Source: an optimization exercise on an open RTL-to-GDS flow (aim: small area). Production flows keep margins and buffers that such runs may drop.
The RTL was checked by simulation tests, not by an equivalence proof against the original design.
No activity file was given, so power comes from the tool's default toggle rates.

==> module main, before the edit <==
module main(clk, buttons, init_cells, leds, rgb, cols, rows);
input wire clk;
input wire [1:0] buttons;
input wire [63:0] init_cells;
output logic [1:0] leds;
output logic [2:0] rgb;
output logic [7:0] cols;
output logic [7:0] rows;
logic [63:0] cells;
logic [7:0] game_lo;       
logic game_hi;             
logic [2:0] display_counter;
logic [2:0] x;
logic [2:0] todo;          
logic [7:0] first_old;     
logic [7:0] prev_old;      
logic rst, load, step, adv;
always_comb begin
  rst = buttons[0];
  load = buttons[0] | buttons[1];
  step = game_hi;
  adv = display_counter[2];
end
always_comb begin
  leds[0] = buttons[0] ^ buttons[1];
  leds[1] = buttons[0] & buttons[1];
  rgb[0] = ~( buttons[0] & ~buttons[1]);
  rgb[1] = ~(~buttons[0] &  buttons[1]);
  rgb[2] = ~( buttons[0] &  buttons[1]);
end
logic [2:0] t;
logic [7:0] dt;
logic [7:0] w0, w1, w2;
integer j;
always_comb begin
  t = x + {2'd0, adv};
  dt = 8'd1 << t;
  w0 = 8'd0; w1 = 8'd0; w2 = 8'd0;
  for (j = 0; j < 8; j = j + 1) begin
    w0 = w0 | ({8{dt[(j+1)%8]}} & cells[8*j +: 8]);
    w1 = w1 | ({8{dt[j]}} & cells[8*j +: 8]);
    if (j > 0) w2 = w2 | ({8{dt[j-1]}} & cells[8*j +: 8]);
  end
  rows = ~(adv ? w0 : w1);
  cols = 8'd1 << x;
end
logic [7:0] above, below, center, next_row;
logic [7:0] u0, u1;      
logic [9:0] v0, v1;      
logic l0, lc, hs, hc;
logic [3:0] tot, nb;
integer k;
always_comb begin
  center = w1;
  if (dt[0]) above = 8'd0;
  else if (step) above = w0;
  else above = prev_old;
  if (!step && (todo == 3'd1) && !dt[7]) below = first_old;
  else below = w2;
  v0[0] = 1'b0; v1[0] = 1'b0; v0[9] = 1'b0; v1[9] = 1'b0;
  for (k = 0; k < 8; k = k + 1) begin
    u0[k] = above[k] ^ below[k];
    u1[k] = above[k] & below[k];
    v0[k+1] = u0[k] ^ center[k];
    v1[k+1] = u1[k] | (u0[k] & center[k]);
  end
  for (k = 0; k < 8; k = k + 1) begin
    l0 = v0[k] ^ v0[k+2] ^ u0[k];
    lc = (v0[k] & v0[k+2]) | (u0[k] & (v0[k] ^ v0[k+2]));
    hs = v1[k] ^ v1[k+2] ^ u1[k];
    hc = (v1[k] & v1[k+2]) | (u1[k] & (v1[k] ^ v1[k+2]));
    next_row[k] = ~hc & (hs ^ lc) & (l0 | center[k]);
  end
end
logic [7:0] game_lo_next;
logic game_lo_last;
always_comb begin
  game_lo_next = {game_lo[6:0], game_lo[7] ^ game_lo[5] ^ game_lo[4] ^ game_lo[3] ^ (game_lo[6:0] == 7'd0)};
  game_lo_last = (game_lo == 8'h80);
end
logic upd;
logic [7:0] we, hold;
always_comb begin
  upd = ~load & (step | (adv & (todo != 3'd0)));
  we = dt & {8{upd}};
  hold = ~we & {8{~load}};
end
always_ff @(posedge clk) begin
  if (rst) begin
    game_lo <= 8'd0;
    game_hi <= 1'b0;
    display_counter <= 3'd0;
    x <= 3'd0;
  end else begin
    game_lo <= step ? 8'd0 : game_lo_next;
    game_hi <= ~step & game_lo_last;
    display_counter <= adv ? 3'd0 : display_counter + 3'd1;
    x <= t;
  end
  for (int y = 0; y < 8; y++)
    cells[8*y +: 8] <= (init_cells[8*y +: 8] & {8{load}}) | (next_row & {8{we[y]}})
                     | (cells[8*y +: 8] & {8{hold[y]}});
  if (load) todo <= 3'd0;
  else if (step) todo <= 3'd7;
  else if (adv && (todo != 3'd0)) todo <= todo - 3'd1;
  if (step) first_old <= w1;
  if (step | adv) prev_old <= w1;
end
endmodule
==> flow/config.mk <==
export PLATFORM = sky130hd
export DESIGN_NAME = main
export DESIGN_NICKNAME = main
export VERILOG_FILES = /design/flow/design.v
export SDC_FILE = /design/flow/constraint.sdc
export NUM_CORES = 4
export LEC_CHECK = 0
export CAP_MARGIN = 5
export CORE_MARGIN = 2
export CORE_UTILIZATION = 40
export CTS_BUF_LIST = sky130_fd_sc_hd__clkbuf_8
export GPL_TIMING_DRIVEN = 0
export PLACE_DENSITY = 0.6
export SLEW_MARGIN = 5
==> flow/constraint.sdc <==
create_clock -name core_clock -period 7.0 [get_ports {clk}]
set_input_delay 1.4000 -clock core_clock [delete_from_list [all_inputs] [get_ports {clk}]]
set_output_delay 1.4000 -clock core_clock [all_outputs]
set_load 0.01 [all_outputs]
standard.sh (not shown) runs the stock make flow with config.mk's settings and CLKGATE_MAP_FILE= SYNTH_SCRIPT=/design/flow/synth_recipe.tcl, a recipe that flattens the netlist after the stock synthesis.
==> flow/flow/run.sh <==
#!/bin/bash
# Layout flow: the standard flow (standard.sh), with these changes:
#  - synthesis maps the logic with the area-oriented ABC script in
#    flow/abc_area.script instead of ORFS's speed script (the registers are
#    mapped before ABC runs, so they are the standard synthesis's);
#  - synthesis leaves the adders to ABC (no full/half-adder cell extraction);
#  - the port buffers are sky130_fd_sc_hd__buf_1 cells;
#  - clock tree synthesis adds no dummy loads.
# Each step's full output goes to a log file in the work folder.
set -euo pipefail
W=$PWD
cat > "$W/area_synth.tcl" <<EOF
proc abc {args} {
  set i [lsearch -exact \$args -script]
  if {\$i >= 0} { set args [lreplace \$args \$i [expr {\$i + 1}] -script $W/flow/abc_area.script] }
  yosys abc {*}\$args
}
source $W/synth_recipe.tcl
EOF
sed "s#SYNTH_SCRIPT=[^ ]*#SYNTH_SCRIPT=$W/area_synth.tcl#" standard.sh > area_standard.sh
grep -q "SYNTH_SCRIPT=$W/area_synth.tcl" area_standard.sh
export ADDER_MAP_FILE=
export CTS_ARGS="-sink_clustering_enable -repair_clock_nets -dont_use_dummy_load -buf_list sky130_fd_sc_hd__clkbuf_8"
export BUFFER_PORTS_ARGS="-buffer_cell sky130_fd_sc_hd__buf_1"
bash area_standard.sh synth > "$W/synth.log" 2>&1
bash area_standard.sh > "$W/layout.log" 2>&1
test -f out/final.def
==> flow/flow/abc_area.script <==
strash
dc2
dc2
dch -f
map -a
strash
dch -f
map -a
topo
The first run passed the timing, DRC and antenna checks.
Edit:
--- a/flow/design.v
+++ b/flow/design.v
@@ -40,7 +40,7 @@
   for (j = 0; j < 8; j = j + 1) begin
     w0 = w0 | ({8{dt[(j+1)%8]}} & cells[8*j +: 8]);
     w1 = w1 | ({8{dt[j]}} & cells[8*j +: 8]);
-    if (j > 0) w2 = w2 | ({8{dt[j-1]}} & cells[8*j +: 8]);
+    w2 = w2 | ({8{dt[(j+7)%8]}} & cells[8*j +: 8]);
   end
   rows = ~(adv ? w0 : w1);
   cols = 8'd1 << x;
@@ -56,7 +56,8 @@
   if (dt[0]) above = 8'd0;
   else if (step) above = w0;
   else above = prev_old;
-  if (!step && (todo == 3'd1) && !dt[7]) below = first_old;
+  if (dt[7]) below = 8'd0;
+  else if (!step && (todo == 3'd1)) below = first_old;
   else below = w2;
   v0[0] = 1'b0; v1[0] = 1'b0; v0[9] = 1'b0; v1[9] = 1'b0;
   for (k = 0; k < 8; k = k + 1) begin
What happened: The new run produced a clean layout; non-clock buffer count stays the same; sequential power stays flat; cell count climbs by 2.5%; sequential share of layout area drops by 0.33 points; power drops by 1.1%; clock-buffer cell count is unchanged; cell area climbs by 0.97%; worst setup slack loses 0.022 ns; die area climbs by 1.0%.

---

main, a different RTL version from the one above (not shown whole).
For scale: roughly 680 cells after synthesis, ~99 flip-flops, about 88 I/O pins, ~7500 um^2 of cells after synthesis.
==> module main, before the edit <==
module main(clk, buttons, init_cells, leds, rgb, cols, rows);
input wire clk;
input wire [1:0] buttons;
input wire [63:0] init_cells;
output logic [1:0] leds;
output logic [2:0] rgb;
output logic [7:0] cols;
output logic [7:0] rows;
logic [63:0] cells;
logic [8:0] game_counter;
logic [2:0] display_counter;
logic [2:0] x;
logic pending;           
logic [2:0] first_row;   
logic [7:0] first_old;   
logic [7:0] prev_old;    
logic rst, load, step, adv;
always_comb begin
  rst = buttons[0];
  load = buttons[0] | buttons[1];
  step = game_counter[8];
  adv = display_counter[2];
end
always_comb begin
  leds[0] = buttons[0] ^ buttons[1];
  leds[1] = buttons[0] & buttons[1];
  rgb[0] = ~( buttons[0] & ~buttons[1]);
  rgb[1] = ~(~buttons[0] &  buttons[1]);
  rgb[2] = ~( buttons[0] &  buttons[1]);
end
logic [2:0] s, t, t1;
logic [7:0] w0, w1, w2;
always_comb begin
  s = x - 3'd1 + {2'd0, adv};
  t = s + 3'd1;
  t1 = s + 3'd2;
  w0 = cells[8*s +: 8];
  w1 = cells[8*t +: 8];
  w2 = cells[8*t1 +: 8];
  rows = ~(adv ? w0 : w1);
  cols = 8'd1 << x;
end
logic [7:0] above, below, center, next_row;
logic [1:0] v [0:9];
logic [3:0] tot;
integer k;
always_comb begin
  center = w1;
  if (t == 3'd0) above = 8'd0;
  else if (step) above = w0;
  else above = prev_old;
  if (t == 3'd7) below = 8'd0;
  else if (!step && (t1 == first_row)) below = first_old;
  else below = w2;
  v[0] = 2'd0;
  v[9] = 2'd0;
  for (k = 0; k < 8; k = k + 1)
    v[k+1] = {1'b0, above[k]} + {1'b0, center[k]} + {1'b0, below[k]};
  for (k = 0; k < 8; k = k + 1) begin
    tot = {2'd0, v[k]} + {2'd0, v[k+1]} + {2'd0, v[k+2]};
    next_row[k] = (tot == 4'd3) | (center[k] & (tot == 4'd4));
  end
end
logic upd;
always_comb upd = step | (pending & adv & (t != first_row));
integer y;
always_ff @(posedge clk) begin
  if (rst) begin
    game_counter <= 9'd0;
    display_counter <= 3'd0;
    x <= 3'd0;
  end else begin
    game_counter <= step ? 9'd0 : game_counter + 9'd1;
    display_counter <= adv ? 3'd0 : display_counter + 3'd1;
    if (adv) x <= x + 3'd1;
  end
  if (load) begin
    cells <= init_cells;
    pending <= 1'b0;
  end else begin
    if (upd) cells[8*t +: 8] <= next_row;
    if (step) pending <= 1'b1;
    else if (adv && (t == first_row)) pending <= 1'b0;
  end
  if (step) begin
    first_row <= t;
    first_old <= w1;
  end
  if (step | adv) prev_old <= w1;
end
endmodule
make LEC_CHECK=0 CAP_MARGIN=20 CORE_MARGIN=2 CORE_UTILIZATION=40 PLACE_DENSITY=0.6 SLEW_MARGIN=20 finish   # period 7.0 ns
run.sh (not shown) runs the stock make flow with config.mk's settings and CLKGATE_MAP_FILE= SYNTH_SCRIPT=/design/flow/synth_recipe.tcl, a recipe that flattens the netlist after the stock synthesis.
Stock flow here: none of the scripts above is used.
Then changed:
--- a/flow/design.v
+++ b/flow/design.v
@@ -30,40 +30,46 @@
   rgb[2] = ~( buttons[0] &  buttons[1]);
 end
-logic [2:0] s, t, t1;
+logic [2:0] t;
+logic [7:0] dt;
 logic [7:0] w0, w1, w2;
+integer j;
 always_comb begin
-  s = x - 3'd1 + {2'd0, adv};
-  t = s + 3'd1;
-  t1 = s + 3'd2;
-  w0 = cells[8*s +: 8];
-  w1 = cells[8*t +: 8];
-  w2 = cells[8*t1 +: 8];
+  t = x + {2'd0, adv};
+  dt = 8'd1 << t;
+  w0 = 8'd0; w1 = 8'd0; w2 = 8'd0;
+  for (j = 0; j < 8; j = j + 1) begin
+    w0 = w0 | ({8{dt[(j+1)%8]}} & cells[8*j +: 8]);
+    w1 = w1 | ({8{dt[j]}} & cells[8*j +: 8]);
+    w2 = w2 | ({8{dt[(j+7)%8]}} & cells[8*j +: 8]);
+  end
   rows = ~(adv ? w0 : w1);
   cols = 8'd1 << x;
 end
 logic [7:0] above, below, center, next_row;
-logic [1:0] v [0:9];
-logic [3:0] tot;
+logic [7:0] u0, u1;      
+logic [9:0] v0, v1;      
+logic l0, lc, hs, hc;
 integer k;
 always_comb begin
   center = w1;
-  if (t == 3'd0) above = 8'd0;
+  if (dt[0]) above = 8'd0;
   else if (step) above = w0;
   else above = prev_old;
-  if (t == 3'd7) below = 8'd0;
-  else if (!step && (t1 == first_row)) below = first_old;
+  if (dt[7]) below = 8'd0;
+  else if (!step && (t + 3'd1 == first_row)) below = first_old;
   else below = w2;
-  v[0] = 2'd0;
-  v[9] = 2'd0;
-  for (k = 0; k < 8; k = k + 1)
-    v[k+1] = {1'b0, above[k]} + {1'b0, center[k]} + {1'b0, below[k]};
+  v0[0] = 1'b0; v1[0] = 1'b0; v0[9] = 1'b0; v1[9] = 1'b0;
   for (k = 0; k < 8; k = k + 1) begin
-    tot = {2'd0, v[k]} + {2'd0, v[k+1]} + {2'd0, v[k+2]};
-    next_row[k] = (tot == 4'd3) | (center[k] & (tot == 4'd4));
+    {u1[k], u0[k]} = {1'b0, above[k]} + {1'b0, below[k]};
+    {v1[k+1], v0[k+1]} = {1'b0, above[k]} + {1'b0, center[k]} + {1'b0, below[k]};
+  end
+  for (k = 0; k < 8; k = k + 1) begin
+    {lc, l0} = {1'b0, v0[k]} + {1'b0, v0[k+2]} + {1'b0, u0[k]};
+    {hc, hs} = {1'b0, v1[k]} + {1'b0, v1[k+2]} + {1'b0, u1[k]};
+    next_row[k] = ~hc & (hs ^ lc) & (l0 | center[k]);
   end
 end
 logic upd;
 always_comb upd = step | (pending & adv & (t != first_row));
-integer y;
 always_ff @(posedge clk) begin
   if (rst) begin
@@ -74,5 +80,5 @@
     game_counter <= step ? 9'd0 : game_counter + 9'd1;
     display_counter <= adv ? 3'd0 : display_counter + 3'd1;
-    if (adv) x <= x + 3'd1;
+    x <= t;
   end
   if (load) begin
@@ -80,5 +86,6 @@
     pending <= 1'b0;
   end else begin
-    if (upd) cells[8*t +: 8] <= next_row;
+    for (int y = 0; y < 8; y++)
+      if (upd & dt[y]) cells[8*y +: 8] <= next_row;
     if (step) pending <= 1'b1;
     else if (adv && (t == first_row)) pending <= 1'b0;
Synthesized cell count rose by 18%.
Combinational power came out lower by about 8%.
Total power climbs by about 5.6%.
Synthesized area barely changes.
Cell area rose by about 1.1%.
Via count climbs by about 10%.
Cell count is higher by about 12%.
Setup slack gets better by 600 ps.
Routed wire length is lower by about 6%.
Non-clock buffer count climbs by 18.

[re-timing with driven ports]
In the flow no input, the clock included, has a driving cell. The finished layouts below were timed again as built, in two steps.
Step 1: set_driving_cell puts a clkbuf_16 on clk and a buf_2 on each other input, an assumption about the parent block.
Step 2, shift: input delay + t, output delay - t, t = (earliest + latest rising clock arrival at the registers) / 2. This alone moves slack from input paths to output paths.
Three values: ideal ports, drivers, drivers and shift; two values: the first two.
| run | shift t [ns] | setup WS [ns] | worst data-port slew with drivers (ns) |
|---|---|---|---|
| the first run of note 1 | 0.409 | 0.684 / 0.684 / 0.684 | 0.04 |
| the second run of note 1 | 0.403 | 0.662 / 0.662 / 0.662 | 0.04 |
| the first run of note 2 | 0.396 | 0.577 / 0.577 / 0.577 | 0.04 |
| the second run of note 2 | 0.397 | 1.173 / 1.127 / 1.311 | 0.04 |
After both steps every run listed still meets setup and hold.
